Source: an optimization exercise on an open RTL-to-GDS flow (aim: small area, a short achievable clock period and few clock cycles). Production flows keep margins and buffers that such runs may drop. At most, simulation tests tie the RTL to the original design; equivalence was not proved. The RTL of runs 3 and 4 was laid out without a check of its function. Power figures rest on the tool's default switching activity, not on a simulated workload.

### design/flow/config.mk
export PLATFORM = sky130hd
export DESIGN_NAME = LCD_CTRL
export DESIGN_NICKNAME = LCD_CTRL
export VERILOG_FILES = /design/flow/design.v
export SDC_FILE = /design/flow/constraint.sdc
export NUM_CORES = 8
export LEC_CHECK = 0
export CAP_MARGIN = 20
export CORE_MARGIN = 2
export CORE_UTILIZATION = 40
export CTS_BUF_LIST = sky130_fd_sc_hd__clkbuf_16
export CTS_CLUSTER_DIAMETER = 70
export CTS_CLUSTER_SIZE = 25
export SLEW_MARGIN = 20
### design/flow/constraint.sdc
create_clock -name core_clock -period 11.0 [get_ports {clk}]
set_input_delay 2.2000 -clock core_clock [delete_from_list [all_inputs] [get_ports {clk}]]
set_output_delay 2.2000 -clock core_clock [all_outputs]
set_load 0.01 [all_outputs]
### design/flow/design.v
module LCD_CTRL(clk, reset, IROM_Q, cmd, cmd_valid, IROM_EN, IROM_A, IRB_RW, IRB_D, IRB_A, busy, done);
input clk;
input reset;
input [7:0] IROM_Q;
input [2:0] cmd;
input cmd_valid;
output IROM_EN;
output [5:0] IROM_A;
output IRB_RW;
output [7:0] IRB_D;
output [5:0] IRB_A;
output busy;
output done;
reg        IROM_EN;
reg  [5:0] IROM_A;
reg        IRB_RW;
reg  [7:0] IRB_D;
reg  [5:0] IRB_A;
reg        busy;
reg        done;
localparam [383:0] SPIRAL = 384'hff8fb9df0f7abe8f3b9e07d85d01c03c8181142103db1d72ba9d339a179959138934a30bb6ab2b96275a55251392371b;
genvar gi, gj;
integer i, j;
reg  [511:0] img;         
reg  [6:0]   n;           
reg  [6:0]   ln;          
reg          fy;          
reg  [63:0]  pend;        
reg  [2:0]   Xm, Ym;      
reg  [6:0]   rtm, clm;    
reg  [6:0]   rt, cl;      
reg  [7:0]   wv [0:3];    
reg  [2:0]   c_r;         
reg          v_r;
reg          ok;          
reg          flush;       
reg  [5:0]   land_a;      
reg          land_v;
wire is_data = c_r[2] & (c_r[1] | c_r[0]);               
wire is_wr   = (c_r == 3'd0);
wire exec    = v_r & (~is_data | ok);                    
wire exec_d  = v_r & is_data & ok;
wire accept  = cmd_valid & ~busy & ~done;
wire a_up = accept & (cmd == 3'd1) & ~rtm[0];
wire a_dn = accept & (cmd == 3'd2) & ~rtm[6];
wire a_lf = accept & (cmd == 3'd3) & ~clm[0];
wire a_rt = accept & (cmd == 3'd4) & ~clm[6];
wire [7:0] rw  = {1'b0, rt} | {rt, 1'b0};                
wire [7:0] cw  = {1'b0, cl} | {cl, 1'b0};
wire [7:0] rwn = {1'b0, rtm} | {rtm, 1'b0};              
wire [7:0] cwn = {1'b0, clm} | {clm, 1'b0};
wire [63:0] win_c, win_n, land_dec;
generate
for (gi = 0; gi < 64; gi = gi + 1) begin : msk
    assign win_c[gi]    = rw[gi/8] & cw[gi%8];
    assign win_n[gi]    = rwn[gi/8] & cwn[gi%8];
    assign land_dec[gi] = land_v & (land_a == gi);
end
endgenerate
function [3:0] cls_or;
    input [63:0] m;
    integer p;
    begin
        cls_or = 4'd0;
        for (p = 0; p < 64; p = p + 1)
            cls_or[{p[3], p[0]}] = cls_or[{p[3], p[0]}] | m[p];
    end
endfunction
wire [7:0] s1 = wv[0] ^ wv[1] ^ wv[2];
wire [8:0] c1 = {(wv[0] & wv[1]) | (wv[0] & wv[2]) | (wv[1] & wv[2]), 1'b0};
wire [8:0] s2 = {1'b0, s1} ^ c1 ^ {1'b0, wv[3]};
wire [9:0] c2 = {({1'b0, s1} & c1) | ({1'b0, s1} & {1'b0, wv[3]}) | (c1 & {1'b0, wv[3]}), 1'b0};
wire [9:0] sum = pfx_add({1'b0, s2}, c2);
function [9:0] pfx_add;
    input [9:0] a, b;
    reg [9:0] g, p, gg, pp;
    integer d, q;
    begin
        g = a & b; p = a ^ b; gg = g; pp = p;
        for (d = 1; d < 10; d = d * 2)
            for (q = 9; q >= 0; q = q - 1)
                if (q >= d) begin
                    gg[q] = gg[q] | (pp[q] & gg[q-d]);
                    pp[q] = pp[q] & pp[q-d];
                end
        pfx_add = p ^ {gg[8:0], 1'b0};
    end
endfunction
reg  [7:0] nv [0:3];      
always @(*) begin
    for (i = 0; i < 4; i = i + 1)
        case (c_r[1:0])
        2'b10:   nv[i] = wv[i ^ 2];           
        2'b11:   nv[i] = wv[i ^ 1];           
        default: nv[i] = sum[9:2];            
        endcase
end
reg [7:0] rd [0:3];
always @(*) begin
    for (i = 0; i < 4; i = i + 1) rd[i] = 8'd0;
    for (j = 0; j < 64; j = j + 1)
        rd[{j[3], j[0]}] = rd[{j[3], j[0]}] | ({8{win_n[j]}} & img[j*8 +: 8]);
end
wire fyd = ((n == 7'd4) | (n == 7'd16) | (n == 7'd36)) ? (Ym > 3'd4) : fy;
wire [5:0] sa = sp_addr(n[5:0]);
wire [5:0] ia_nx = {sa[5:3] ^ {3{fyd}}, sa[2:0]};        
function [5:0] sp_addr;
    input [5:0] n;
    case (n)
    6'd0: sp_addr = 6'd27;
    6'd1: sp_addr = 6'd28;
    6'd2: sp_addr = 6'd35;
    6'd3: sp_addr = 6'd36;
    6'd4: sp_addr = 6'd19;
    6'd5: sp_addr = 6'd20;
    6'd6: sp_addr = 6'd18;
    6'd7: sp_addr = 6'd21;
    6'd8: sp_addr = 6'd26;
    6'd9: sp_addr = 6'd29;
    6'd10: sp_addr = 6'd34;
    6'd11: sp_addr = 6'd37;
    6'd12: sp_addr = 6'd43;
    6'd13: sp_addr = 6'd44;
    6'd14: sp_addr = 6'd42;
    6'd15: sp_addr = 6'd45;
    6'd16: sp_addr = 6'd11;
    6'd17: sp_addr = 6'd12;
    6'd18: sp_addr = 6'd10;
    6'd19: sp_addr = 6'd13;
    6'd20: sp_addr = 6'd9;
    6'd21: sp_addr = 6'd14;
    6'd22: sp_addr = 6'd17;
    6'd23: sp_addr = 6'd22;
    6'd24: sp_addr = 6'd25;
    6'd25: sp_addr = 6'd30;
    6'd26: sp_addr = 6'd33;
    6'd27: sp_addr = 6'd38;
    6'd28: sp_addr = 6'd51;
    6'd29: sp_addr = 6'd52;
    6'd30: sp_addr = 6'd41;
    6'd31: sp_addr = 6'd46;
    6'd32: sp_addr = 6'd50;
    6'd33: sp_addr = 6'd53;
    6'd34: sp_addr = 6'd49;
    6'd35: sp_addr = 6'd54;
    6'd36: sp_addr = 6'd3;
    6'd37: sp_addr = 6'd4;
    6'd38: sp_addr = 6'd2;
    6'd39: sp_addr = 6'd5;
    6'd40: sp_addr = 6'd1;
    6'd41: sp_addr = 6'd6;
    6'd42: sp_addr = 6'd8;
    6'd43: sp_addr = 6'd15;
    6'd44: sp_addr = 6'd0;
    6'd45: sp_addr = 6'd7;
    6'd46: sp_addr = 6'd16;
    6'd47: sp_addr = 6'd23;
    6'd48: sp_addr = 6'd24;
    6'd49: sp_addr = 6'd31;
    6'd50: sp_addr = 6'd32;
    6'd51: sp_addr = 6'd39;
    6'd52: sp_addr = 6'd59;
    6'd53: sp_addr = 6'd60;
    6'd54: sp_addr = 6'd40;
    6'd55: sp_addr = 6'd47;
    6'd56: sp_addr = 6'd58;
    6'd57: sp_addr = 6'd61;
    6'd58: sp_addr = 6'd48;
    6'd59: sp_addr = 6'd55;
    6'd60: sp_addr = 6'd57;
    6'd61: sp_addr = 6'd62;
    6'd62: sp_addr = 6'd56;
    6'd63: sp_addr = 6'd63;
    endcase
endfunction
function [5:0] rk;
    input [2:0] y, x;
    case ({y, x})
    {3'd1, 3'd1}: rk = 6'd44;
    {3'd1, 3'd2}: rk = 6'd40;
    {3'd1, 3'd3}: rk = 6'd38;
    {3'd1, 3'd4}: rk = 6'd37;
    {3'd1, 3'd5}: rk = 6'd39;
    {3'd1, 3'd6}: rk = 6'd41;
    {3'd1, 3'd7}: rk = 6'd45;
    {3'd2, 3'd1}: rk = 6'd46;
    {3'd2, 3'd2}: rk = 6'd22;
    {3'd2, 3'd3}: rk = 6'd18;
    {3'd2, 3'd4}: rk = 6'd17;
    {3'd2, 3'd5}: rk = 6'd19;
    {3'd2, 3'd6}: rk = 6'd23;
    {3'd2, 3'd7}: rk = 6'd47;
    {3'd3, 3'd1}: rk = 6'd48;
    {3'd3, 3'd2}: rk = 6'd24;
    {3'd3, 3'd3}: rk = 6'd8;
    {3'd3, 3'd4}: rk = 6'd5;
    {3'd3, 3'd5}: rk = 6'd9;
    {3'd3, 3'd6}: rk = 6'd25;
    {3'd3, 3'd7}: rk = 6'd49;
    {3'd4, 3'd1}: rk = 6'd50;
    {3'd4, 3'd2}: rk = 6'd26;
    {3'd4, 3'd3}: rk = 6'd10;
    {3'd4, 3'd4}: rk = 6'd3;
    {3'd4, 3'd5}: rk = 6'd11;
    {3'd4, 3'd6}: rk = 6'd27;
    {3'd4, 3'd7}: rk = 6'd51;
    {3'd5, 3'd1}: rk = 6'd54;
    {3'd5, 3'd2}: rk = 6'd30;
    {3'd5, 3'd3}: rk = 6'd14;
    {3'd5, 3'd4}: rk = 6'd13;
    {3'd5, 3'd5}: rk = 6'd15;
    {3'd5, 3'd6}: rk = 6'd31;
    {3'd5, 3'd7}: rk = 6'd55;
    {3'd6, 3'd1}: rk = 6'd58;
    {3'd6, 3'd2}: rk = 6'd34;
    {3'd6, 3'd3}: rk = 6'd32;
    {3'd6, 3'd4}: rk = 6'd29;
    {3'd6, 3'd5}: rk = 6'd33;
    {3'd6, 3'd6}: rk = 6'd35;
    {3'd6, 3'd7}: rk = 6'd59;
    {3'd7, 3'd1}: rk = 6'd62;
    {3'd7, 3'd2}: rk = 6'd60;
    {3'd7, 3'd3}: rk = 6'd56;
    {3'd7, 3'd4}: rk = 6'd53;
    {3'd7, 3'd5}: rk = 6'd57;
    {3'd7, 3'd6}: rk = 6'd61;
    {3'd7, 3'd7}: rk = 6'd63;
    default: rk = 6'd63;
    endcase
endfunction
wire [2:0] Yb = fy ? 3'd0 - Ym : Ym;                     
wire [3:0] ia_r = 4'b0001 << IROM_A[4:3];
wire [3:0] ia_c = 4'b0001 << IROM_A[1:0];
wire conf_n = ~IROM_EN & |(ia_r & (rwn[3:0] | rwn[7:4])) & |(ia_c & (cwn[3:0] | cwn[7:4]));
wire ok_n = ({1'b0, rk(Yb, Xm)} < ln) & ~conf_n;
wire [3:0] fwd = cls_or(win_n & land_dec);
wire [63:0] wc = pend & ~((flush | (v_r & is_wr)) ? 64'd0 : win_c);
wire [63:0] wc_p;
generate
for (gi = 0; gi < 64; gi = gi + 1) begin : wp
    assign wc_p[gi] = wc[SPIRAL[(63-gi)*6 +: 6]];
end
endgenerate
wire [63:0] wg_p = wc_p & ~pre_or(wc_p);
reg  [63:0] wg;
always @(*) begin
    wg = 64'd0;
    for (j = 0; j < 64; j = j + 1)
        wg[SPIRAL[(63-j)*6 +: 6]] = wg_p[j];
end
reg  [7:0]  wrow, wcol;
always @(*) begin
    wrow = 8'd0; wcol = 8'd0;
    for (j = 0; j < 64; j = j + 1) begin
        wrow[j/8] = wrow[j/8] | wg[j];
        wcol[j%8] = wcol[j%8] | wg[j];
    end
end
reg  [7:0]  wr_r, wc_r;
reg         wv_r;
reg  [7:0]  wd;
always @(*) begin
    wd = 8'd0;
    for (j = 0; j < 64; j = j + 1)
        wd = wd | ({8{wr_r[j/8] & wc_r[j%8]}} & img[j*8 +: 8]);
end
function [2:0] enc8;
    input [7:0] v;
    enc8 = {|v[7:4], |{v[7:6], v[3:2]}, |{v[7], v[5], v[3], v[1]}};
endfunction
wire wany = |wc;
function [63:0] pre_or;
    input [63:0] v;
    reg [63:0] s;
    integer d, q;
    begin
        s = v;
        for (d = 1; d < 64; d = d * 2)
            for (q = 63; q >= 0; q = q - 1)
                if (q >= d) s[q] = s[q] | s[q-d];
        pre_or = {s[62:0], 1'b0};
    end
endfunction
wire [3:0] r4 = rw[3:0] | rw[7:4];
wire [3:0] c4 = cw[3:0] | cw[7:4];
wire [7:0] wbus [0:15];
generate
for (gi = 0; gi < 4; gi = gi + 1) begin : wbr
    for (gj = 0; gj < 4; gj = gj + 1) begin : wbc
        wire s = exec_d & r4[gi] & c4[gj];
        assign wbus[gi*4+gj] = s ? nv[(gi%2)*2 + gj%2] : IROM_Q;
    end
end
endgenerate
always @(posedge clk) begin
    for (j = 0; j < 64; j = j + 1)
        if (land_dec[j] | (exec_d & win_c[j]))
            img[j*8 +: 8] <= wbus[((j/8)%4)*4 + (j%8)%4];
end
wire       flush_n = flush | (exec & is_wr);
wire       v_r_n   = accept | (v_r & ~exec);
wire [2:0] c_r_n   = accept ? cmd : c_r;
wire       busy_n  = flush_n | (v_r_n & ((c_r_n == 3'd0) | (c_r_n[2] & (c_r_n[1] | c_r_n[0]) & ~ok_n)));
always @(posedge clk or posedge reset) begin
    if (reset) begin
        Xm <= 3'd4; Ym <= 3'd4; rtm <= 7'b0001000; clm <= 7'b0001000;
        rt <= 7'b0001000; cl <= 7'b0001000;
        c_r <= 3'd0; v_r <= 1'b0; ok <= 1'b0; flush <= 1'b0;
        busy <= 1'b0; done <= 1'b0;
        fy <= 1'b0;
        n <= 7'd1; ln <= 7'd0; pend <= 64'd0;
        IROM_A <= 6'd27; IROM_EN <= 1'b0;
        land_a <= 6'd0; land_v <= 1'b0;
        IRB_RW <= 1'b1; wv_r <= 1'b0;
    end else begin
        c_r <= c_r_n; v_r <= v_r_n; flush <= flush_n; busy <= busy_n;
        Ym  <= a_up ? Ym - 3'd1 : a_dn ? Ym + 3'd1 : Ym;
        Xm  <= a_lf ? Xm - 3'd1 : a_rt ? Xm + 3'd1 : Xm;
        rtm <= a_up ? {1'b0, rtm[6:1]} : a_dn ? {rtm[5:0], 1'b0} : rtm;
        clm <= a_lf ? {1'b0, clm[6:1]} : a_rt ? {clm[5:0], 1'b0} : clm;
        rt <= rtm; cl <= clm;
        fy <= fyd;
        ok <= ok_n;
        IROM_A <= ia_nx;
        IROM_EN <= n[6];
        n <= n + {6'd0, ~n[6]}; ln <= n;
        land_a <= IROM_A; land_v <= ~IROM_EN;
        pend <= (pend & ~wg) | land_dec | (exec_d ? win_c : 64'd0);
        wv_r <= wany; IRB_RW <= ~wv_r;
        done <= done | (flush & ~|pend & ~wv_r & n[6] & IROM_EN & ~land_v);
    end
end
always @(posedge clk) begin
    wr_r <= wrow; wc_r <= wcol; IRB_A <= {enc8(wr_r), enc8(wc_r)}; IRB_D <= wd;
    for (i = 0; i < 4; i = i + 1)
        wv[i] <= exec_d ? nv[i] : (fwd[i] ? IROM_Q : rd[i]);
end
endmodule
### design/flow/flow/run.sh
#!/bin/bash
# Layout: the standard flow (standard.sh), unchanged, except that its
# timing repair (floorplan, CTS and global-route repair_timing) aims at a
# setup margin of 7.0 ns instead of 0, so it sizes the critical paths for a
# shorter period. The SDC, the clock period and every other step are the
# standard ones. make's full output goes to flow.log here; each ORFS step
# writes its own log under orfs/logs/.
set -euo pipefail
bash standard.sh SETUP_SLACK_MARGIN=7.0 finish > flow.log 2>&1
### design/flow/standard.sh
#!/bin/bash
# synth_recipe.tcl (not shown) runs the flow's synth.tcl, then flattens the netlist and writes it again
# the make line also repeats each setting of config.mk as NAME=value (left out here)
make -C /OpenROAD-flow-scripts/flow DESIGN_CONFIG=/design/flow/config.mk WORK_HOME=/design/flow/orfs CLKGATE_MAP_FILE= SYNTH_SCRIPT=/design/flow/synth_recipe.tcl "${@:-finish}"
==> results of run 1 <==
[what timing repair did]
action,CTS,global route
pin swaps,0,3
setup endpoints to repair,18,290
hold endpoints to repair,0,0
resized for setup,9,24
setup buffers,2,3
[flip-flops by register name (all words and copies together) (netlist names), 5 cells and up]
name and cells:
IRB_A 6, IRB_D 8, IROM_A 5, cl 7, clm 7, img 512
land_a 6, ln 6, n 7, pend 64, rt 7, rtm 7
wc_r 8, wr_r 8, wv 32
[cell families after synthesis]
kind of cell    after synthesis
compound gates             1072
xor+xnor                     17
fa+ha+maj                    50
buf+inv                     284
flops                       709
mux                         140
simple gates                862
[how the worst max path moves through the flow]
stage,depth (start not counted),slack [ns],to,startpoint
6_report,8,6.92,wv[2][2],clm[6]
3_3_place_gp,9,6.28,Xm[2],cmd_valid
2_1_floorplan,9,6.87,Xm[2],cmd_valid
4_1_cts,4,6.98,cl[6],reset
5_1_grt,11,6.85,img[324],wv[1][2]
3_5_place_dp,9,6.30,Xm[2],cmd_valid
[cell type report]
| cell class | instances | area [µm²] |
|---|---|---|
| Tap cell | 1165 | 1458 |
| Multi-Input combinational cell | 2141 | 15180 |
| Inverter | 67 | 257.7 |
| Clock inverter | 42 | 530.5 |
| Sequential cell | 709 | 20030 |
| Fill cell | 8166 | 48260 |
| Timing Repair Buffer | 204 | 1602 |
| Antenna cell | 10 | 25.02 |
| Clock buffer | 52 | 1301 |
[where the power goes]
group	internal [mW]	leakage [nW]	total, mW	switching (mW)
registers	3.27	6.72	3.87	0.603
clock network	0.952	0.895	2.13	1.18
logic	1.94	6.64	6.83	4.88
total	6.16	14.3	12.8	6.67
[routing by layer]
metal / track usage, % / part of all wire (%) / up-vias / wire (µm)
met1: 55.74 / 35 / 16490 / 73530
met3: 16.46 / 14 / 891 / 30340
met4: 34.43 / 10 / 8 / 21760
met2: 64.29 / 40 / 3470 / 84670
met5: 0 / 0.028 / - / 58
li1: - / - / 12650 / -
[synthesized netlist by cell type, types with 12 or more instances]
cell type / instances
edfxtp_1: 512
nor2_1: 281
a22o_1: 217
a21oi_1: 192
clkbuf_1: 168
a221oi_1: 142
nand2_1: 141
nand3_1: 126
dfrtp_1: 123
a22oi_1: 104
o21ai_0: 83
mux2i_1: 82
nand4_1: 75
o22ai_1: 64
dfxtp_1: 62
inv_1: 61
mux2_2: 57
nor3_1: 47
a21o_1: 43
a222oi_1: 32
a32oi_1: 31
ha_1: 31
nand2b_1: 30
nor4_1: 30
buf_1: 29
o31ai_1: 25
nor2b_1: 23
o41ai_1: 20
and3_1: 18
fa_1: 18
o211ai_1: 18
o31a_1: 13
xnor2_1: 13
and2_1: 12
dfstp_2: 12
or3_1: 12
[critical path: stages (launching register included)]
cell,delay [ns]
dfrtp_1,0.70
nor2_2,0.70
nor2_2,0.41
a221oi_1,0.45
o22ai_1,0.17
a311oi_2,0.29
buf_4,0.29
mux2i_1,0.67
mux2i_1,0.19
==> results.toml, run 1 <==
[outcome]
status = "timing/DRC/antenna clean"

[floorplan]
die_y_um = 303.4
fp.dieW_um = 303.4
rows = 109
die_area_um2 = 92020
core_um2 = 88650
ios = 38
start_util_pct = 40.44

[sta]
timing.fmax_mhz = 245.1
slew_headroom_pct = 8.334
tightest_slew_ns = 1.364
fin_setup_tns_ns = 0
final.min_clock_period_ns = 4.080
clock_skew_ns = 0.06182
fin_ws_ns = 6.920
rsz0062_at_grt = "yes"
holdWs_ns = 0.3923
finalCritPeriodShare_pct = 37.09
drv_slew = 0
finalSetupViolCount = 0
finalHoldViolCount = 0

[power]
peakVddDrop_mv = 0.1915
power.total_mw = 12.83
p_per_area_nw_per_um2 = 317.7
p_leak_nw = 14.26

[clock_tree]
htreeDepth = 2
clockBufferDepth = 3
clockRootBuffer = "clkbuf_16"
cts_buffers = 50
cts_tree = "yes"
postCtsHoldBufs = 0
clkTransAtPathRegs_ns = 0.10
clock_latency_ns = 0.71
clock-sinks = 709

[final_layout]
layout_commonest_cell = "edfxtp_1"
fin_util_pct = 45.56
final_cell_count_no_fill = 4390
drive_gt1_share_pct = 14.71
syn2layout_area_growth_pct = 12.67
nets = 3236
layout_common_cells = "512 x edfxtp_1, 265 x nor2_1, 216 x a22o_1"
stdcell_area_um2 = 40390

[routing]
wl_per_cell_um = 47.92
drtAntennaViolNets = 0
drtIter0Drc = 6795
drtPass1Iterations = 9
vias_per_cell = 7.632
drt-total-wl_um = 210400
drc = 0
vias = 33500

[worst_setup_path]
cp_max_fo = 15
critical_path_required_ns = 11.50
start_kind = "flip-flop"
worstPathArrival_ns = 4.58
reg2reg_to = "wv[2][2]"
end_kind = "flip-flop"
r2r-start = "clm[6]"
worst_r2r_path_depth = 8
regToRegSetupSlack_ns = 6.92
crit_type = "reg2reg"

[synthesis]
syn_nets = 3197
synth_seq_area_share_pct = 55.82
yosys.area.top_type_share_pct = 42.89
synth_simple_gate_area_share_pct = 12.00
synth_top_area_cell = "edfxtp_1"
ys.flop_type = "edfxtp_1"
netlist_top_cells_area = "edfxtp_1 43%, dfrtp_1 8.6%, a22o_1 5.3%"
synth_fa_ha_area_share_pct = 2.115
synth_edf_count = 512
synth_xor_area_share_pct = 0.4154
async_reset_ff_share_pct = 19.04
synth_top_family_by_area = "compound AO/OA/AOI/OAI gates"
synth_cell_type_count = 95
avgSynthCellArea_um2 = 11.44
synthMuxAreaShare_pct = 4.143
ys_ff_latch = 709
synth_compound_area_share_pct = 22.33
ys_warn_count = 4
netlist_area_um2 = 35850
syn_inst = 3134

[global_routing]
grt_max_degree = 59
globalRouteTotalUtil_pct = 45.15
antenna_found_initial = 19
grt_pass1_wl_um = 278000
grt_pass1_vias = 30610
grt.overflow.total = 0

[placement]
dp_cells = 4280
post_dp_cell_area_um2 = 38330
place_ws_ns = 6.300
dp_hpwl_um = 150900
port_buffers = 37
gp_congestion = 1.080

[worst_hold_path]
worstHoldStart = "IROM_A[5]"
min_to = "land_a[5]"
min_path_type = "reg2reg"
hold_path_depth = 0

[run]
maxCapViolations = 0
Testbench counts, summed over its fixed seeds: cycles 5,662.
==> run 2: changes to the inputs <==
==> design/flow/flow/run.sh (replaced) <==
#!/bin/bash
# Layout: the standard flow (standard.sh), unchanged, except that its
# timing repair (floorplan, CTS and global-route repair_timing) aims at a
# setup margin of 7.5 ns instead of 0, so it sizes the critical paths for a
# shorter period. The SDC, the clock period and every other step are the
# standard ones. make's full output goes to flow.log here; each ORFS step
# writes its own log under orfs/logs/.
set -euo pipefail
bash standard.sh SETUP_SLACK_MARGIN=7.5 finish > flow.log 2>&1
==> results.toml, run 2 <==
[outcome]
status = "timing/DRC/antenna clean"

[final_layout]
top_register = "img"
stdcell_area_um2 = 42090
largest_register_ffs = 512
nets = 3283
syn2layout_area_growth_pct = 17.43
layout_commonest_cell = "edfxtp_1"
layout_common_cells = "512 x edfxtp_1, 252 x nor2_1, 215 x a22o_1"
drive_gt1_share_pct = 20.65
fin_util_pct = 47.48
reg_top3 = "img x512, pend x64, wv x32"
final_cell_count_no_fill = 4438

[sta]
fin_setup_tns_ns = 0
clock_skew_ns = 0.05735
holdWs_ns = 0.3925
finalCritPeriodShare_pct = 33.61
tightest_slew_ns = 1.313
finalSetupViolCount = 0
final.min_clock_period_ns = 3.697
fin_ws_ns = 7.303
finalHoldViolCount = 0
rsz0062_at_grt = "yes"
timing.fmax_mhz = 270.5
drv_slew = 0
slew_headroom_pct = 12.50

[floorplan]
rows = 109
die_y_um = 303.4
ios = 38
fp.dieW_um = 303.4
start_util_pct = 40.44
core_um2 = 88650
die_area_um2 = 92020

[synthesis]
yosys.area.top_type_share_pct = 42.89
avgSynthCellArea_um2 = 11.44
syn_nets = 3197
yosysMostFrequentCell = "edfxtp_1"
synthTopCellsByCount = "512 x edfxtp_1, 281 x nor2_1, 217 x a22o_1"
ys_warn_count = 4
ys.flop_type = "edfxtp_1"
syn_inst = 3134
synth_edf_count = 512
synth_top_area_cell = "edfxtp_1"
netlist_top_cells_area = "edfxtp_1 43%, dfrtp_1 8.6%, a22o_1 5.3%"
synth_seq_area_share_pct = 55.82
ys_ff_latch = 709
netlist_area_um2 = 35850
synth_cell_type_count = 95
async_reset_ff_share_pct = 19.04

[worst_setup_path]
worstPathCellList = "nor2_4 -> nor2_1 -> buf_4 -> a22o_1 -> a221oi_1 -> nand4_1 -> mux2i_1 -> mux2i_1"
critical_path_required_ns = 11.55
crit_type = "reg2reg"
end_kind = "flip-flop"
cp_max_fo = 14
cpPeakStageDelay_ns = 0.78
cp_slowest_cell = "a221oi_1"
worstPathArrival_ns = 4.25
start_kind = "flip-flop"
cp_common_cell = "mux2i_1"

[placement]
place_ws_ns = 6.303
dp_hpwl_um = 145700
dp_cells = 4269
gp_congestion = 1.103
port_buffers = 37
post_dp_cell_area_um2 = 38220

[clock_tree]
clockRootBuffer = "clkbuf_16"
cts_buffers = 53
clock-sinks = 709
htreeDepth = 2
clockBufferDepth = 3
clock_latency_ns = 0.68
cts_tree = "yes"
clkTransAtPathRegs_ns = 0.09

[routing]
wl_met2_um = 83270
drtAntennaViolNets = 0
wl_met1_um = 69370
drt-total-wl_um = 204900
drtPass1Iterations = 9
drc = 0
wl_met3_um = 30580
vias_per_cell = 7.565
drtIter0Drc = 6861
top_layer = "met5"
wl_per_cell_um = 46.17
vias = 33570

[global_routing]
grt_max_degree = 69
grt_pass1_wl_um = 271100
globalRouteTotalUtil_pct = 43.62
grt.overflow.total = 0
grt_pass1_vias = 30900
antenna_found_initial = 14

[power]
power.total_mw = 13.86
peakVddDrop_mv = 0.2680
p_per_area_nw_per_um2 = 329.3
p_leak_nw = 14.86

[worst_hold_path]
min_path_type = "reg2reg"

[run]
maxCapViolations = 0
==> run 2: cell counts after synthesis <==
No cell type changed its count.
==> run 2: layer usage <==
layer	global-route usage [%]	up-vias
met1	52.13	16560
met5	0.05176	-
met2	62.41	3365
met4	34.73	8
met3	17.30	891
li1	-	12750
==> run 2: final cells by class <==
type	count	area, µm²
fillers	7961	46550
flip-flops and latches	709	20040
multi-input cells	2141	16230
repair buffers	248	2122
well taps	1165	1458
clock buffers	55	1376
clock inverters	44	583.1
inverters	67	262.8
diodes	9	22.52
==> run 2: critical path, delay by kind of cell, from the launching register on <==
family	cells	cell delay, ns
AND/OR/NAND/NOR	3	1.10
AO/OA/AOI/OAI	2	1.02
flip-flops	1	0.67
multiplexers	2	0.52
buffers and inverters	1	0.23
==> run 2: cells by family after synthesis <==
group / after synthesis / synth area share, %
AO/OA/AOI/OAI: 1072 / 22.33
AND/OR/NAND/NOR: 862 / 12.00
flip-flops: 709 / 55.82
buffers and inverters: 284 / 3.173
multiplexers: 140 / 4.143
adder cells (fa/ha/maj): 50 / 2.115
XOR/XNOR: 17 / 0.4154
==> run 2: power breakdown <==
part | leakage [nW] | internal (mW) | switching (mW)
Sequential | 6.72 | 3.27 | 0.538
Clock | 0.938 | 1.03 | 1.21
Combinational | 7.20 | 2.47 | 5.34
Total | 14.9 | 6.77 | 7.09
==> run 2: final timing paths <==
check                        from       end  slack, ns  depth (start not counted)
min in group asynchronous   reset  pend[28]       2.09                          3
setup / recovery           rtm[0]  wv[3][6]       7.30                          8
hold reg to reg              n[6]   IROM_EN       0.39                          0
setup reg to reg           rtm[0]  wv[3][6]       7.30                          8
hold / removal               n[6]   IROM_EN       0.39                          0
max in group asynchronous   reset  pend[55]       7.78                          4
==> run 2: repair_timing <==
item | CTS | global route
endpoints found under the setup margin | 567 | 828
hold buffers | 0 | 0
setup buffers | 33 | 23
gates cloned | 0 | 2
hold endpoints to repair | 0 | 0
pin swaps | 18 | 33
gates resized for setup | 200 | 142
==> run 3: changes to the inputs <==
--- a/design/flow/design.v
+++ b/design/flow/design.v
@@ -34,9 +34,8 @@
 reg          v_r;
 reg          ok;          
-reg          flush;       
+reg          fin;         
 reg  [5:0]   land_a;      
 reg          land_v;
 wire is_data = c_r[2] & (c_r[1] | c_r[0]);               
-wire is_wr   = (c_r == 3'd0);
 wire exec    = v_r & (~is_data | ok);                    
 wire exec_d  = v_r & is_data & ok;
@@ -235,5 +234,5 @@
 wire ok_n = ({1'b0, rk(Yb, Xm)} < ln) & ~conf_n;
 wire [3:0] fwd = cls_or(win_n & land_dec);
-wire [63:0] wc = pend & ~((flush | (v_r & is_wr)) ? 64'd0 : win_c);
+wire [63:0] wc = pend & ~(fin ? 64'd0 : win_c);
 wire [63:0] wc_p;
 generate
@@ -298,13 +297,13 @@
             img[j*8 +: 8] <= wbus[((j/8)%4)*4 + (j%8)%4];
 end
-wire       flush_n = flush | (exec & is_wr);
+wire       fin_n   = fin | (accept & (cmd == 3'd0));
 wire       v_r_n   = accept | (v_r & ~exec);
 wire [2:0] c_r_n   = accept ? cmd : c_r;
-wire       busy_n  = flush_n | (v_r_n & ((c_r_n == 3'd0) | (c_r_n[2] & (c_r_n[1] | c_r_n[0]) & ~ok_n)));
+wire       busy_n  = fin_n | (v_r_n & c_r_n[2] & (c_r_n[1] | c_r_n[0]) & ~ok_n);
 always @(posedge clk or posedge reset) begin
     if (reset) begin
         Xm <= 3'd4; Ym <= 3'd4; rtm <= 7'b0001000; clm <= 7'b0001000;
         rt <= 7'b0001000; cl <= 7'b0001000;
-        c_r <= 3'd0; v_r <= 1'b0; ok <= 1'b0; flush <= 1'b0;
+        c_r <= 3'd0; v_r <= 1'b0; ok <= 1'b0; fin <= 1'b0;
         busy <= 1'b0; done <= 1'b0;
         fy <= 1'b0;
@@ -314,5 +313,5 @@
         IRB_RW <= 1'b1; wv_r <= 1'b0;
     end else begin
-        c_r <= c_r_n; v_r <= v_r_n; flush <= flush_n; busy <= busy_n;
+        c_r <= c_r_n; v_r <= v_r_n; fin <= fin_n; busy <= busy_n;
         Ym  <= a_up ? Ym - 3'd1 : a_dn ? Ym + 3'd1 : Ym;
         Xm  <= a_lf ? Xm - 3'd1 : a_rt ? Xm + 3'd1 : Xm;
@@ -328,5 +327,5 @@
         pend <= (pend & ~wg) | land_dec | (exec_d ? win_c : 64'd0);
         wv_r <= wany; IRB_RW <= ~wv_r;
-        done <= done | (flush & ~|pend & ~wv_r & n[6] & IROM_EN & ~land_v);
+        done <= done | (fin & ~|pend & ~wv_r & n[6] & IROM_EN & ~land_v);
     end
 end
==> results.toml, run 3 <==
[synthesis]
yosys.area.top_type_share_pct = 43.12
synth_top_area_cell = "edfxtp_1"
ys_ff_latch = 709
avgSynthCellArea_um2 = 11.42
synthTopCellsByCount = "512 x edfxtp_1, 227 x nor2_1, 196 x clkbuf_1"
netlist_top_cells_area = "edfxtp_1 43%, dfrtp_1 8.6%, a22o_1 4.6%"
async_reset_ff_share_pct = 19.04
syn_inst = 3122
synth_cell_type_count = 83
yosysMostFrequentCell = "edfxtp_1"
synth_seq_area_share_pct = 56.12
ys_warn_count = 4
ys.flop_type = "edfxtp_1"
syn_nets = 3185
synth_edf_count = 512
netlist_area_um2 = 35660

[sta]
clock_skew_ns = 0.04599
fin_ws_ns = 7.235
holdWs_ns = 0.4191
finalSetupViolCount = 0
finalCritPeriodShare_pct = 34.23
fin_setup_tns_ns = 0
final.min_clock_period_ns = 3.765
drv_slew = 0
rsz0062_at_grt = "yes"
finalHoldViolCount = 0
tightest_slew_ns = 1.249
slew_headroom_pct = 16.35
timing.fmax_mhz = 265.6

[floorplan]
ios = 38
die_y_um = 302.6
start_util_pct = 40.35
fp.dieW_um = 302.6
die_area_um2 = 91540
core_um2 = 88370
rows = 109

[clock_tree]
clockRootBuffer = "clkbuf_16"
cts_tree = "yes"
htreeDepth = 2
cts_buffers = 45
clockBufferDepth = 3
clock-sinks = 709
clock_latency_ns = 0.67
clkTransAtPathRegs_ns = 0.10
postCtsHoldBufs = 0

[final_layout]
top_register = "img"
layout_common_cells = "512 x edfxtp_1, 200 x nor2_1, 196 x buf_4"
syn2layout_area_growth_pct = 17.57
drive_gt1_share_pct = 21.02
nets = 3271
largest_register_ffs = 512
reg_top3 = "img x512, pend x64, wv x32"
stdcell_area_um2 = 41920
layout_commonest_cell = "edfxtp_1"
fin_util_pct = 47.43

[placement]
port_buffers = 37
gp_congestion = 1.108
dp_hpwl_um = 127900
place_ws_ns = 6.163
post_dp_cell_area_um2 = 38000

[worst_setup_path]
cp_num_buf_inv = 2
cp_max_fo = 5
reg2reg_to = "img[17]"
worstPathCellList = "fa_1 -> fa_1 -> buf_4 -> inv_2 -> fa_2 -> xor2_1 -> nor2_1 -> a21oi_1 -> a21oi_1"
crit_family = "adder cells"
start_kind = "flip-flop"
worstPathArrival_ns = 4.09
regToRegSetupSlack_ns = 7.23
worst_r2r_path_depth = 9
critical_path_required_ns = 11.32
cpPeakStageDelay_ns = 0.90
crit_type = "reg2reg"
end_kind = "flip-flop"
r2r-start = "wv[0][2]"
cp_slowest_cell = "a21oi_1"

[global_routing]
grt_pass1_vias = 31330
antenna_found_initial = 10
grt_max_degree = 72
globalRouteTotalUtil_pct = 39.71
grt.overflow.total = 0
grt_pass1_wl_um = 251600

[routing]
wl_per_cell_um = 42.23
drtIter0Drc = 6898
wl_met3_um = 28500
drtPass1Iterations = 17
drt-total-wl_um = 186500
wl_met2_um = 77320
vias_per_cell = 7.511
wl_met1_um = 60740
top_layer = "met5"
vias = 33170
drtAntennaViolNets = 0
drc = 0

[power]
p_leak_nw = 14.70
peakVddDrop_mv = 1.048
p_per_area_nw_per_um2 = 349.7

[run]
maxCapViolations = 0

[worst_hold_path]
hold_path_depth = 0
min_path_type = "reg2reg"
min_to = "cl[3]"
worstHoldStart = "clm[3]"

[outcome]
status = "timing/DRC/antenna clean"
-- run 3: changes by cell type after synthesis, moves of 13 or more --
| cell | delta |
|---|---|
| mux2i_1 | -13 |
| o21ai_0 | +48 |
| nor2b_1 | +14 |
| mux2_2 | +21 |
| a21oi_1 | -23 |
| nor2_1 | -54 |
| o31ai_1 | -22 |
| clkbuf_1 | +28 |
| nand2b_1 | -20 |
| o21bai_1 | +15 |
| o31a_1 | -13 |
| a22o_1 | -29 |
| o41ai_1 | -18 |
-- run 3: logic make-up after synthesis --
| family | Yosys count | share of synthesized area, % |
|---|---|---|
| AOI/OAI and AO/OA | 1068 | 21.79 |
| and+or+nand+nor | 832 | 11.91 |
| DFF | 709 | 56.12 |
| buffers and inverters | 298 | 3.218 |
| muxes | 147 | 4.400 |
| adders and majority gates | 50 | 2.127 |
| xor gates and xnor gates | 18 | 0.4421 |
-- run 3: repair_timing --
action                                  CTS  global route
setup buffers                            34            51
pin swaps                                24            32
endpoints found under the setup margin  688           798
resized for setup                       229           121
-- run 3: where the power goes --
group	internal [mW]	switching [mW]
registers	3.32	0.529
clock network	0.854	1.08
logic	3.09	5.78
total	7.26	7.40
-- run 3: worst register-to-register path: stages (launching register included) --
cell and delay, ns:
dfxtp_2 0.34, fa_1 0.51, fa_1 0.53, buf_4 0.12, inv_2 0.03, fa_2 0.38
xor2_1 0.24, nor2_1 0.06, a21oi_1 0.90, a21oi_1 0.32
-- run 3: stage by stage --
step	std cells	total power, mW
2_1_floorplan	3122	7.214
3_3_place_gp	4238	9.991
3_5_place_dp	4239	10.11
4_1_cts	4357	13.38
5_1_grt	4410	14.85
6_report	4416	14.66
-- run 3: worst max path at each step --
| stage | from | to | slack [ns] | cells after the start |
|---|---|---|---|---|
| after floorplan | reset | IROM_A[5] | 7.13 | 1 |
| after global placement | cmd_valid | Xm[2] | 6.20 | 10 |
| after detailed placement | cmd_valid | Xm[2] | 6.16 | 10 |
| after CTS | wv[0][2] | img[478] | 7.31 | 12 |
| after global routing | wv[0][2] | img[178] | 7.18 | 8 |
| final | wv[0][2] | img[17] | 7.23 | 9 |
-- run 3: cell type report --
| type | count | area (µm²) |
|---|---|---|
| Antenna cell | 6 | 15.01 |
| Clock buffer | 48 | 1201 |
| Clock inverter | 36 | 370.4 |
| Fill cell | 7905 | 46450 |
| Inverter | 69 | 274.0 |
| Multi-Input combinational cell | 2115 | 16170 |
| Sequential cell | 709 | 20030 |
| Tap cell | 1165 | 1458 |
| Timing Repair Buffer | 268 | 2400 |
-- run 3: routing by layer --
| metal | vias up | track usage, % |
|---|---|---|
| met5 | - | 0.1553 |
| met4 | 2 | 31.40 |
| met3 | 1044 | 14.93 |
| met2 | 3384 | 58.27 |
| met1 | 16140 | 46.81 |
| li1 | 12590 | - |
==> run 4: changes to the inputs <==
==> design/flow/flow/run.sh (replaced) <==
#!/bin/bash
# Layout: the standard flow (standard.sh), unchanged, except that its
# timing repair (floorplan, CTS and global-route repair_timing) aims at a
# setup margin of 8.0 ns instead of 0, so it sizes the critical paths for a
# shorter period. The SDC, the clock period and every other step are the
# standard ones. make's full output goes to flow.log here; each ORFS step
# writes its own log under orfs/logs/.
set -euo pipefail
bash standard.sh SETUP_SLACK_MARGIN=8.0 finish > flow.log 2>&1
==> results.toml, run 4 <==
[sta]
clock_skew_ns = 0.04613
fin_setup_tns_ns = 0
tightest_slew_ns = 1.348
timing.fmax_mhz = 267.0
fin_ws_ns = 7.255
finalHoldViolCount = 0
rsz0062_at_grt = "yes"
slew_headroom_pct = 10.12
drv_slew = 0
finalSetupViolCount = 0
finalCritPeriodShare_pct = 34.04
final.min_clock_period_ns = 3.745

[synthesis]
yosys.area.top_type_share_pct = 43.12
syn_nets = 3185
synth_cell_type_count = 83
netlist_top_cells_area = "edfxtp_1 43%, dfrtp_1 8.6%, a22o_1 4.6%"
synthTopCellsByCount = "512 x edfxtp_1, 227 x nor2_1, 196 x clkbuf_1"
synth_edf_count = 512
syn_inst = 3122
async_reset_ff_share_pct = 19.04
ys_ff_latch = 709
netlist_area_um2 = 35660
ys.flop_type = "edfxtp_1"
synth_seq_area_share_pct = 56.12
yosysMostFrequentCell = "edfxtp_1"
ys_warn_count = 4
avgSynthCellArea_um2 = 11.42
synth_top_area_cell = "edfxtp_1"

[clock_tree]
htreeDepth = 2
cts_buffers = 53
clock-sinks = 709
clkTransAtPathRegs_ns = 0.09
cts_tree = "yes"
clock_latency_ns = 0.69
clockBufferDepth = 3
clockRootBuffer = "clkbuf_16"

[worst_hold_path]
worstHoldStart = "n[6]"
hold_path_depth = 0
min_path_type = "reg2reg"

[final_layout]
fin_util_pct = 51.01
largest_register_ffs = 512
top_register = "img"
reg_top3 = "img x512, pend x64, wv x32"
drive_gt1_share_pct = 28.85
layout_common_cells = "512 x edfxtp_1, 261 x buf_4, 200 x nor2_1"
syn2layout_area_growth_pct = 26.43
layout_commonest_cell = "edfxtp_1"
nets = 3398

[routing]
drc = 0
wl_met2_um = 84980
drtAntennaViolNets = 0
wl_met3_um = 31580
drtPass1Iterations = 10
drtIter0Drc = 6381
vias = 34180
vias_per_cell = 7.502
wl_met1_um = 68740
drt-total-wl_um = 207400
wl_per_cell_um = 45.53
top_layer = "met5"

[placement]
gp_congestion = 1.087
dp_hpwl_um = 144200
place_ws_ns = 6.167
port_buffers = 37

[global_routing]
grt.overflow.total = 0
globalRouteTotalUtil_pct = 43.93
grt_pass1_wl_um = 272700
grt_pass1_vias = 31530
grt_max_degree = 81
antenna_found_initial = 18

[worst_setup_path]
crit_type = "reg2reg"
worstPathCellList = "fa_1 -> fa_1 -> ha_1 -> and4b_1 -> o211ai_1 -> buf_4 -> nand3_4 -> a31oi_4 -> xor2_2 -> nor2_4 -> a21o_4 -> mux2_4"
cp_num_buf_inv = 1
critical_path_required_ns = 11.44
crit_path_start = "wv[2][2]"
cp_max_fo = 5
r2r-start = "wv[2][2]"
worst_r2r_path_depth = 12
cp_slowest_cell = "fa_1"
end_kind = "flip-flop"
path_depth = 12
regToRegSetupSlack_ns = 7.26
cp_common_cell = "fa_1"
start_kind = "flip-flop"
worstPathArrival_ns = 4.19
crit_family = "adder cells"
cpPeakStageDelay_ns = 0.59

[power]
p_leak_nw = 15.99
peakVddDrop_mv = 1.207
p_per_area_nw_per_um2 = 380.7

[outcome]
status = "timing/DRC/antenna clean"

[floorplan]
die_area_um2 = 91540
start_util_pct = 40.35
fp.dieW_um = 302.6
die_y_um = 302.6
core_um2 = 88370
ios = 38
rows = 109

[run]
maxCapViolations = 0
## run 4: cell counts after synthesis
Identical to the previous run, type by type.
## run 4: layer usage
metal	vias up	track usage (%)
met5	-	0
met4	16	34.12
met3	1091	17.81
met2	3495	63.95
met1	16700	51.66
li1	12880	-
## run 4: repair_timing
action                                  4_1_cts  5_1_grt
hold buffers                                  0        0
endpoints found under the setup margin     1289      872
buffers inserted                            108       82
gates cloned                                  1        3
resized for setup                           435      231
pin swaps                                    43       61
## run 4: final timing paths
check                           end
hold / removal              IROM_EN
hold reg to reg             IROM_EN
min in group asynchronous  pend[30]
max in group asynchronous     Xm[2]
setup / recovery           img[206]
setup reg to reg           img[206]
## run 4: cells by family after synthesis
logic type	after synthesis	share of synthesized area, %
adders and majority gates	50	2.127
and+or+nand+nor	832	11.91
AOI/OAI and AO/OA	1068	21.79
xor gates and xnor gates	18	0.4421
buffers and inverters	298	3.218
DFF	709	56.12
muxes	147	4.400
## run 4: worst reg2reg max path, cell delays in order (launching register included)
cell and delay (ns):
dfxtp_2 0.35, fa_1 0.59, fa_1 0.47, ha_1 0.30, and4b_1 0.19, o211ai_1 0.21
buf_4 0.20, nand3_4 0.09, a31oi_4 0.24, xor2_2 0.22, nor2_4 0.10, a21o_4 0.24
mux2_4 0.30
## run 4: final cells by class
type / count / area, µm²
clock inverter: 44 / 508.0
sequential: 709 / 20090
multi-input combinational: 2115 / 17460
tap: 1165 / 1458
fill: 7604 / 43300
inverter: 69 / 276.5
timing repair buffer: 387 / 3857
antenna: 11 / 27.53
clock buffer: 56 / 1401
## run 4: power by group
group	total [mW]	leakage, nW	internal, mW	switching [mW]
Clock	2.21	0.942	1.03	1.18
Combinational	11.0	8.32	4.31	6.74
Sequential	3.91	6.73	3.33	0.577
Total	17.2	16.0	8.67	8.49
## run 4: metrics by stage
step | hold slack (ns) | instance area, µm² | cells | total power, mW
after floorplan | 0.3519 | 36100 | 3122 | 7.629
after global placement | 0.4305 | 38410 | 4250 | 10.74
after detailed placement | 0.4204 | 38480 | 4251 | 10.78
after CTS | 0.4325 | 43190 | 4460 | 15.36
after global routing | 0.4646 | 45050 | 4545 | 17.31
final | 0.4618 | 45080 | 4556 | 17.16
==> run 5: changes to the inputs <==
--- a/design/flow/design.v
+++ b/design/flow/design.v
@@ -25,5 +25,5 @@
 reg  [6:0]   n;           
 reg  [6:0]   ln;          
-reg          fy;          
+reg          fx, fy, tr;  
 reg  [63:0]  pend;        
 reg  [2:0]   Xm, Ym;      
@@ -101,7 +101,14 @@
         rd[{j[3], j[0]}] = rd[{j[3], j[0]}] | ({8{win_n[j]}} & img[j*8 +: 8]);
 end
-wire fyd = ((n == 7'd4) | (n == 7'd16) | (n == 7'd36)) ? (Ym > 3'd4) : fy;
+wire [2:0] dy = (Ym > 3'd4) ? Ym - 3'd4 : 3'd4 - Ym;
+wire [2:0] dx = (Xm > 3'd4) ? Xm - 3'd4 : 3'd4 - Xm;
+wire dcd = (n == 7'd4) | (n == 7'd16) | (n == 7'd36);
+wire trd = dcd ? (dx > dy) : tr;
+wire fxd = dcd ? (Xm > 3'd4) : fx;
+wire fyd = dcd ? (Ym > 3'd4) : fy;
 wire [5:0] sa = sp_addr(n[5:0]);
-wire [5:0] ia_nx = {sa[5:3] ^ {3{fyd}}, sa[2:0]};        
+wire [2:0] sr = trd ? sa[2:0] : sa[5:3];
+wire [2:0] sc = trd ? sa[5:3] : sa[2:0];
+wire [5:0] ia_nx = {sr ^ {3{fyd}}, sc ^ {3{fxd}}};       
 function [5:0] sp_addr;
     input [5:0] n;
@@ -228,9 +235,12 @@
     endcase
 endfunction
-wire [2:0] Yb = fy ? 3'd0 - Ym : Ym;                     
+wire [2:0] Xf = fx ? 3'd0 - Xm : Xm;                     
+wire [2:0] Yf = fy ? 3'd0 - Ym : Ym;
+wire [2:0] Xb = tr ? Yf : Xf;
+wire [2:0] Yb = tr ? Xf : Yf;
 wire [3:0] ia_r = 4'b0001 << IROM_A[4:3];
 wire [3:0] ia_c = 4'b0001 << IROM_A[1:0];
 wire conf_n = ~IROM_EN & |(ia_r & (rwn[3:0] | rwn[7:4])) & |(ia_c & (cwn[3:0] | cwn[7:4]));
-wire ok_n = ({1'b0, rk(Yb, Xm)} < ln) & ~conf_n;
+wire ok_n = ({1'b0, rk(Yb, Xb)} < ln) & ~conf_n;
 wire [3:0] fwd = cls_or(win_n & land_dec);
 wire [63:0] wc = pend & ~(fin ? 64'd0 : win_c);
@@ -307,5 +317,5 @@
         c_r <= 3'd0; v_r <= 1'b0; ok <= 1'b0; fin <= 1'b0;
         busy <= 1'b0; done <= 1'b0;
-        fy <= 1'b0;
+        fx <= 1'b0; fy <= 1'b0; tr <= 1'b0;
         n <= 7'd1; ln <= 7'd0; pend <= 64'd0;
         IROM_A <= 6'd27; IROM_EN <= 1'b0;
@@ -319,5 +329,5 @@
         clm <= a_lf ? {1'b0, clm[6:1]} : a_rt ? {clm[5:0], 1'b0} : clm;
         rt <= rtm; cl <= clm;
-        fy <= fyd;
+        fx <= fxd; fy <= fyd; tr <= trd;
         ok <= ok_n;
         IROM_A <= ia_nx;
==> design/flow/flow/run.sh (replaced) <==
#!/bin/bash
# Layout: the standard flow (standard.sh), unchanged, except that its
# timing repair (floorplan, CTS and global-route repair_timing) aims at a
# setup margin of 7.5 ns instead of 0, so it sizes the critical paths for a
# shorter period. The SDC, the clock period and every other step are the
# standard ones. make's full output goes to flow.log here; each ORFS step
# writes its own log under orfs/logs/.
set -euo pipefail
bash standard.sh SETUP_SLACK_MARGIN=7.5 finish > flow.log 2>&1
--- a/design/flow/config.mk
+++ b/design/flow/config.mk
@@ -12,3 +12,4 @@
 export CTS_CLUSTER_DIAMETER = 70
 export CTS_CLUSTER_SIZE = 25
+export PLACE_DENSITY = 0.75
 export SLEW_MARGIN = 20
==> results.toml, run 5 <==
[routing]
drc = 0
drtAntennaViolNets = 0
wl_per_cell_um = 40.07
drtIter0Drc = 7889
drt-total-wl_um = 179200
vias = 34070
vias_per_cell = 7.617
drtPass1Iterations = 13

[sta]
fin_setup_tns_ns = 0
rsz0062_at_grt = "yes"
drv_slew = 0
finalCritPeriodShare_pct = 34.96
holdWs_ns = 0.4247
slew_headroom_pct = 5.374
final.min_clock_period_ns = 3.846
fin_ws_ns = 7.154
finalHoldViolCount = 0
finalSetupViolCount = 0
clock_skew_ns = 0.04754
timing.fmax_mhz = 260.0
tightest_slew_ns = 1.407

[placement]
gp_congestion = 1.132
place_ws_ns = 6.400
port_buffers = 37
dp_hpwl_um = 119900
dp_cells = 4315
post_dp_cell_area_um2 = 38390

[global_routing]
grt.overflow.total = 0
antenna_found_initial = 18
grt_pass1_wl_um = 243000
grt_pass1_vias = 31490
met1_usage_pct = 43.14
grt_max_degree = 73
gr-usage-met3_pct = 21.51
globalRouteTotalUtil_pct = 37.37
grt.busiest_layer = "met2"
grtUsageMet2_pct = 51.21

[worst_setup_path]
cpPeakStageDelay_ns = 1.01
crit_family = "simple AND/OR/NAND/NOR gates"
critical_path_required_ns = 11.53
regToRegSetupSlack_ns = 7.15
cp_max_fo = 10
worstPathCellList = "inv_2 -> nor2_1 -> a221oi_1 -> o22ai_1 -> nor3_4 -> buf_4 -> mux2i_2 -> mux2i_1"
worst_r2r_path_depth = 8
crit_type = "reg2reg"
cp_num_buf_inv = 2
end_kind = "flip-flop"
cp_slowest_cell = "nor2_1"
reg2reg_to = "wv[1][5]"
r2r-start = "rtm[0]"
start_kind = "flip-flop"
worstPathArrival_ns = 4.37

[synthesis]
async_reset_ff_share_pct = 19.38
netlist_area_um2 = 36040
synth_seq_area_share_pct = 55.72
netlist_top_cells_area = "edfxtp_1 43%, dfrtp_1 8.7%, a22o_1 4.9%"
ys.flop_type = "edfxtp_1"
synth_top_area_cell = "edfxtp_1"
yosysMostFrequentCell = "edfxtp_1"
syn_inst = 3182
ys_warn_count = 4
synth_cell_type_count = 96
syn_nets = 3251
synth_edf_count = 512
yosys.area.top_type_share_pct = 42.65
synthTopCellsByCount = "512 x edfxtp_1, 251 x nor2_1, 200 x a22o_1"
avgSynthCellArea_um2 = 11.33
ys_ff_latch = 712

[final_layout]
top_register = "img"
stdcell_area_um2 = 41860
layout_commonest_cell = "edfxtp_1"
largest_register_ffs = 512
final_cell_count_no_fill = 4473
syn2layout_area_growth_pct = 16.13
layout_common_cells = "512 x edfxtp_1, 234 x nor2_1, 200 x a22o_1"
fillers = 7950
reg_top3 = "img x512, pend x64, wv x32"
drive_gt1_share_pct = 19.09
fin_util_pct = 46.72
nets = 3321

[worst_hold_path]
min_path_type = "reg2reg"
hold_path_depth = 0
min_to = "cl[3]"
worstHoldStart = "clm[3]"

[floorplan]
ios = 38
rows = 110
core_um2 = 89600
start_util_pct = 40.23
die_area_um2 = 92530
fp.dieW_um = 304.2
die_y_um = 304.2

[clock_tree]
clock_latency_ns = 0.69
cts_buffers = 41
clockBufferDepth = 3
clkTransAtPathRegs_ns = 0.10
cts_tree = "yes"
clock-sinks = 712
htreeDepth = 2
clockRootBuffer = "clkbuf_16"

[power]
p_per_area_nw_per_um2 = 324.1
peakVddDrop_mv = 0.2680
power.total_mw = 13.57
p_leak_nw = 14.60

[outcome]
status = "timing/DRC/antenna clean"

[run]
maxCapViolations = 0
[run 5: cell types whose count changed in the layout (fill, tap and decap cells not counted), moves of 22 or more]
cell	previous run	this run
buf_4	261	181
a21oi_1	59	109
mux2_4	48	4
a21oi_4	101	59
buf_12	53	13
nand3_1	114	150
nor2_1	200	234
buf_6	42	12
o21ai_1	20	45
mux2i_1	62	85
mux2_2	30	52
nand2_1	134	156
[run 5: final cells by class]
class / instances / area (µm²) / share of cell area [%]
Tap cell: 1176 / 1471 / 3.515
Antenna cell: 12 / 30.03 / 0.07174
Timing Repair Buffer: 239 / 2043 / 4.881
Inverter: 72 / 279.0 / 0.6665
Clock inverter: 33 / 315.3 / 0.7532
Multi-Input combinational cell: 2186 / 16530 / 39.50
Clock buffer: 43 / 1076 / 2.571
Sequential cell: 712 / 20110 / 48.04
[run 5: what timing repair did]
action / in CTS / in global routing
setup buffers: 44 / 25
pin swaps: 39 / 37
setup endpoints to repair: 561 / 548
gates resized for setup: 251 / 81
hold buffers: 0 / 0
[run 5: kinds of logic (layout without fill, tap and decap cells)]
logic type	after synthesis	in the layout	share of synthesized area, %
AOI/OAI and AO/OA	1059	1059	21.23
xor gates and xnor gates	16	16	0.3888
adders and majority gates	56	56	2.312
buffers and inverters	284	387	3.034
DFF	712	712	55.72
muxes	162	162	4.693
other	0	12	0
and+or+nand+nor	893	893	12.63
[run 5: metal layers]
metal  wire length (µm)  vias up  part of all wire, %
li1                   -    12770                    -
met1              57100    16200                   32
met2              69900     3810                   39
met3              33390     1263                   19
met4              18510       26                   10
met5                323        -                 0.18
[run 5: how the worst max path moves through the flow]
stage	startpoint	endpoint	slack, ns	depth (start not counted)
detailed placement	cmd_valid	Xm[2]	6.40	10
finish	rtm[0]	wv[1][5]	7.15	8
global route	rtm[0]	wv[1][5]	7.32	8
floorplan	cmd_valid	Xm[1]	6.95	8
global placement	cmd_valid	Ym[2]	6.43	9
CTS	wv[1][2]	img[430]	7.32	11
[run 5: power breakdown]
part           switching, mW  internal, mW
registers              0.575          3.35
clock network           1.03         0.780
logic                   5.22          2.61
Testbench counts of run 5, summed over its fixed seeds: cycles 5,582.
==> run 6: changes to the inputs <==
--- a/design/flow/config.mk
+++ b/design/flow/config.mk
@@ -8,8 +8,7 @@
 export CAP_MARGIN = 20
 export CORE_MARGIN = 2
-export CORE_UTILIZATION = 40
+export CORE_UTILIZATION = 45
 export CTS_BUF_LIST = sky130_fd_sc_hd__clkbuf_16
 export CTS_CLUSTER_DIAMETER = 70
 export CTS_CLUSTER_SIZE = 25
-export PLACE_DENSITY = 0.75
 export SLEW_MARGIN = 20
==> results.toml, run 6 <==
[global_routing]
antenna_found_initial = 21
grt_max_degree = 78
grt_pass1_wl_um = 276100
globalRouteTotalUtil_pct = 49.69
grt_pass1_vias = 31640
grt.overflow.total = 0

[synthesis]
synth_cell_type_count = 96
synth_seq_area_share_pct = 55.72
ys_ff_latch = 712
async_reset_ff_share_pct = 19.38
yosysMostFrequentCell = "edfxtp_1"
avgSynthCellArea_um2 = 11.33
netlist_area_um2 = 36040
syn_inst = 3182
netlist_top_cells_area = "edfxtp_1 43%, dfrtp_1 8.7%, a22o_1 4.9%"
synthTopCellsByCount = "512 x edfxtp_1, 251 x nor2_1, 200 x a22o_1"
syn_nets = 3251
ys.flop_type = "edfxtp_1"
synth_edf_count = 512
yosys.area.top_type_share_pct = 42.65
ys_warn_count = 4
synth_top_area_cell = "edfxtp_1"

[placement]
port_buffers = 37
dp_hpwl_um = 149400
gp_congestion = 1.136

[routing]
drtIter0Drc = 7376
drc = 0
wl_per_cell_um = 47.64
drt-total-wl_um = 209000
vias = 34250
drtAntennaViolNets = 0
drtPass1Iterations = 9
vias_per_cell = 7.808

[floorplan]
rows = 103
die_y_um = 287.0
ios = 38
core_um2 = 79130
fp.dieW_um = 287.0
start_util_pct = 45.55
die_area_um2 = 82380

[worst_setup_path]
crit_path_start = "wc_r[2]"
start_kind = "flip-flop"
regToRegSetupSlack_ns = 7.17
reg2reg_to = "IRB_D[3]"
end_kind = "flip-flop"
worst_r2r_path_depth = 7
r2r-start = "wc_r[2]"
worstPathArrival_ns = 4.26
crit_type = "reg2reg"
cp_max_fo = 23
endpoint = "IRB_D[3]"
critical_path_required_ns = 11.44

[final_layout]
top_register = "img"
reg_top3 = "img x512, pend x64, wv x32"
syn2layout_area_growth_pct = 16.71
largest_register_ffs = 512
drive_gt1_share_pct = 20.01
layout_common_cells = "512 x edfxtp_1, 234 x nor2_1, 207 x buf_4"
nets = 3352
layout_commonest_cell = "edfxtp_1"
fillers = 6871

[outcome]
status = "timing/DRC/antenna clean"

[power]
p_per_area_nw_per_um2 = 334.5
power.total_mw = 14.07
peakVddDrop_mv = 0.3086
p_leak_nw = 14.83

[clock_tree]
cts_buffers = 49
postCtsHoldBufs = 0
clkTransAtPathRegs_ns = 0.09
htreeDepth = 2
clockRootBuffer = "clkbuf_16"
clock_latency_ns = 0.67
clockBufferDepth = 3
clock-sinks = 712
cts_tree = "yes"

[run]
maxCapViolations = 0

[sta]
finalHoldViolCount = 0
final.min_clock_period_ns = 3.825
slew_headroom_pct = 11.59
tightest_slew_ns = 1.326
finalCritPeriodShare_pct = 34.77
clock_skew_ns = 0.03028
fin_setup_tns_ns = 0
timing.fmax_mhz = 261.4
drv_slew = 0
finalSetupViolCount = 0
rsz0062_at_grt = "yes"

[worst_hold_path]
min_path_type = "reg2reg"
run 6: cell counts after synthesis:
No cell type changed its count.
run 6: metrics by stage:
stage	hold slack [ns]	cell area (µm²)	utilization [%]	std cells	setup WS, ns
finish	0.4087	42070	53.16	4387	7.175
global route	0.4373	42040	53.12	4374	7.296
global placement	0.3994	38360	48.47	4218	6.365
floorplan	0.3519	36120	-	3182	6.948
CTS	0.4257	41020	51.84	4347	7.440
detailed placement	0.3992	38380	48.51	4219	6.313
run 6: kinds of logic (layout without fill, tap and decap cells):
logic type               after synthesis  in the layout  synth area share, %
flip-flops                           712            712                55.72
AND/OR/NAND/NOR                      893            893                12.63
XOR/XNOR                              16             16               0.3888
adder cells (fa/ha/maj)               56             56                2.312
multiplexers                         162            162                4.693
AO/OA/AOI/OAI                       1059           1059                21.23
other                                  0             13                    0
buffers and inverters                284            426                3.034
run 6: worst min-delay path by stage:
stage,from,slack [ns],endpoint,cells after the start
detailed placement,IROM_A[2],0.40,land_a[2],0
finish,IROM_A[2],0.41,land_a[2],0
global route,IROM_A[2],0.44,land_a[2],0
floorplan,clm[1],0.35,cl[1],0
CTS,IROM_A[2],0.43,land_a[2],0
global placement,IROM_A[2],0.40,land_a[2],0
run 6: critical path: stages (launching register included):
cell and delay (ns):
dfxtp_2 0.54, buf_4 0.39, inv_1 0.68, o22ai_1 0.24, a221oi_1 0.89, nand3_1 0.16, a2111oi_0 0.38, nand3_1 0.26
run 6: power by group:
group          switching [mW]  total, mW  internal (mW)
Combinational            5.46       7.99           2.54
Sequential              0.642       3.99           3.35
Clock                    1.14       2.09          0.948
run 6: metal layers:
layer  GRT usage (%)  up-vias  routed length (µm)
li1                -    12850                   -
met1           57.51    16690               68430
met2           71.20     3604               84990
met3           22.91     1085               32670
met4           38.63       18               22630
met5          0.5233        -                 258
run 6: repair_timing:
item,4_1_cts,5_1_grt
gates resized for setup,202,136
setup buffers,36,24
endpoints found under the hold margin,0,0
setup endpoints to repair,585,504
pin swaps,19,47
run 6: final cells by class:
type | count | area [µm²] | share of cell area (%)
tap | 1050 | 1314 | 3.123
inverter | 72 | 282.8 | 0.6722
clock inverter | 39 | 461.7 | 1.097
sequential | 712 | 20120 | 47.82
antenna | 13 | 32.53 | 0.07733
clock buffer | 53 | 1326 | 3.153
multi-input combinational | 2186 | 16380 | 38.93
timing repair buffer | 262 | 2160 | 5.134
==> run 7: changes to the inputs <==
--- a/design/flow/config.mk
+++ b/design/flow/config.mk
@@ -8,5 +8,5 @@
 export CAP_MARGIN = 20
 export CORE_MARGIN = 2
-export CORE_UTILIZATION = 45
+export CORE_UTILIZATION = 40
 export CTS_BUF_LIST = sky130_fd_sc_hd__clkbuf_16
 export CTS_CLUSTER_DIAMETER = 70
==> results.toml, run 7 <==
[worst_hold_path]
worstHoldStart = "IROM_A[5]"
min_path_type = "reg2reg"
hold_path_depth = 0
min_to = "land_a[5]"

[run]
maxCapViolations = 0

[synthesis]
async_reset_ff_share_pct = 19.38
synth_seq_area_share_pct = 55.72
synth_cell_type_count = 96
netlist_top_cells_area = "edfxtp_1 43%, dfrtp_1 8.7%, a22o_1 4.9%"
netlist_area_um2 = 36040
synth_edf_count = 512
yosys.area.top_type_share_pct = 42.65
avgSynthCellArea_um2 = 11.33
yosysMostFrequentCell = "edfxtp_1"
syn_nets = 3251
synthTopCellsByCount = "512 x edfxtp_1, 251 x nor2_1, 200 x a22o_1"
ys_ff_latch = 712
ys_warn_count = 4
ys.flop_type = "edfxtp_1"
syn_inst = 3182
synth_top_area_cell = "edfxtp_1"

[clock_tree]
clockRootBuffer = "clkbuf_16"
htreeDepth = 2
cts_buffers = 45
clock_latency_ns = 0.68
cts_tree = "yes"
clockBufferDepth = 3
clkTransAtPathRegs_ns = 0.09
clock-sinks = 712

[final_layout]
syn2layout_area_growth_pct = 17.48
layout_commonest_cell = "edfxtp_1"
stdcell_area_um2 = 42340
regArea_um2 = 20110
nets = 3343
layout_common_cells = "512 x edfxtp_1, 223 x nor2_1, 200 x a22o_1"
largest_register_ffs = 512
reg_top3 = "img x512, pend x64, wv x32"
top_register = "img"
multi_input_area_um2 = 16580
drive_gt1_share_pct = 20.27
fillers = 8017

[sta]
timing.fmax_mhz = 273.0
rsz0062_at_grt = "yes"
fin_ws_ns = 7.337
drv_slew = 0
holdWs_ns = 0.4260
slew_headroom_pct = 15.52
final.min_clock_period_ns = 3.663
finalHoldViolCount = 0
finalSetupViolCount = 0
fin_setup_tns_ns = 0
clock_skew_ns = 0.04587
finalCritPeriodShare_pct = 33.30
tightest_slew_ns = 1.267

[worst_setup_path]
worstPathArrival_ns = 4.02
cp_max_fo = 5
worst_r2r_path_depth = 11
critical_path_required_ns = 11.36
crit_type = "reg2reg"
end_kind = "flip-flop"
regToRegSetupSlack_ns = 7.34
r2r-start = "wv[0][2]"
start_kind = "flip-flop"
cp_num_buf_inv = 1
cp_common_cell = "fa_1"
cp_slowest_cell = "fa_1"
crit_family = "adder cells"
worstPathCellList = "fa_1 -> fa_1 -> ha_1 -> and4b_1 -> o21ai_2 -> a21boi_4 -> o41ai_4 -> mux2i_1 -> buf_4 -> and3_4 -> a21oi_4"
reg2reg_to = "img[318]"
cpPeakStageDelay_ns = 0.59

[global_routing]
grt.overflow.total = 0
globalRouteTotalUtil_pct = 37.11
grt_pass1_vias = 30560
antenna_found_initial = 6
grt_pass1_wl_um = 241600
grt_max_degree = 56

[placement]
post_dp_cell_area_um2 = 38450
gp_congestion = 1.079
dp_hpwl_um = 123000
place_ws_ns = 6.394
port_buffers = 37

[floorplan]
die_area_um2 = 92530
start_util_pct = 40.23
rows = 110
ios = 38
die_y_um = 304.2
fp.dieW_um = 304.2
core_um2 = 89600

[routing]
vias_per_cell = 7.329
drt-total-wl_um = 177000
drtIter0Drc = 6070
wl_per_cell_um = 39.43
drc = 0
vias = 32910
drtPass1Iterations = 7
drtAntennaViolNets = 0

[power]
p_per_area_nw_per_um2 = 323.0
peakVddDrop_mv = 0.2818
p_leak_nw = 14.87
power.total_mw = 13.68

[outcome]
status = "timing/DRC/antenna clean"
==> run 7: layer usage <==
metal,part of all wire (%),track usage (%),up-vias,wire [µm]
li1,-,-,12820,-
met4,10,27.87,14,18140
met1,34,45.76,15940,59890
met3,15,12.24,937,25930
met2,41,54.11,3190,72930
met5,0.085,0,-,150
==> run 7: worst max path at each step <==
stage                   start  endpoint  cells after the start
CTS                  wv[2][2]  img[318]                     11
global route         wv[0][2]  img[276]                     14
finish               wv[0][2]  img[318]                     11
floorplan           cmd_valid     Xm[1]                      8
global placement    cmd_valid     Ym[2]                      9
detailed placement  cmd_valid     Ym[2]                      9
==> run 7: what timing repair did <==
action	in CTS	in global routing
pin swaps	42	45
setup endpoints to repair	456	456
setup buffers	54	23
hold buffers	0	0
resized for setup	241	134
==> run 7: kinds of logic (layout without fill, tap and decap cells) <==
group,after synthesis,count (layout),share of synthesized area [%]
flops,712,712,55.72
fa+ha+maj,56,56,2.312
xor+xnor,16,16,0.3888
mux,162,162,4.693
other cells,0,4,0
simple gates,893,893,12.63
compound gates,1059,1059,21.23
buf+inv,284,412,3.034
==> run 7: area by class of cell <==
cell class / count / area share (%)
sequential: 712 / 47.50
multi-input combinational: 2186 / 39.15
timing repair buffer: 257 / 5.381
tap: 1176 / 3.475
clock buffer: 51 / 3.014
clock inverter: 32 / 0.7889
inverter: 72 / 0.6678
antenna: 4 / 0.02364
==> run 7: worst reg2reg max path, cell delays in order (launching register included) <==
cell      delay, ns
dfxtp_2        0.34
fa_1           0.59
fa_1           0.47
ha_1           0.29
and4b_1        0.18
o21ai_2        0.19
a21boi_4       0.09
o41ai_4        0.37
mux2i_1        0.23
buf_4          0.15
and3_4         0.35
a21oi_4        0.11
==> run 7: per-stage QoR <==
stage | utilization (%) | std cells
3_3_place_gp | 42.85 | 4322
6_report | 47.26 | 4490
4_1_cts | 46.18 | 4461
3_5_place_dp | 42.91 | 4324
2_1_floorplan | - | 3182
5_1_grt | 47.25 | 4486
==> run 7: report_power, final <==
group | switching [mW] | internal, mW | total [mW]
registers | 0.541 | 3.35 | 3.89
logic | 5.17 | 2.65 | 7.82
clock network | 1.06 | 0.908 | 1.96
total | 6.77 | 6.91 | 13.7

## port drivers added, routing unchanged
How much do the figures lean on ideal ports? The routed layouts below were timed once more, with nothing changed but the port constraints.
Step 1 sets driving cells, clkbuf_16 on the clock port and buf_2 on the other inputs (assumed; they add their load-dependent delay and slew).
Step 2, shift: input delay + t, output delay - t, t = (earliest + latest rising clock arrival at the registers) / 2. This alone moves slack from input paths to output paths.
Three values: ideal, step 1, step 2; two values: the first two.
| run | shift t [ns] | slack for setup (ns) |
|---|---|---|
| run 1 | 0.754 | 6.920 / 6.920 / 6.420 |
| run 2 | 0.730 | 7.303 / 7.303 / 6.877 |
| run 3 | 0.720 | 7.235 / 7.235 / 6.764 |
| run 4 | 0.738 | 7.255 / 7.255 / 7.179 |
| run 5 | 0.736 | 7.154 / 7.154 / 6.699 |
| run 6 | 0.727 | 7.175 / 7.175 / 6.911 |
| run 7 | 0.719 | 7.337 / 7.337 / 6.892 |
After both steps setup and hold are still met in every run listed.
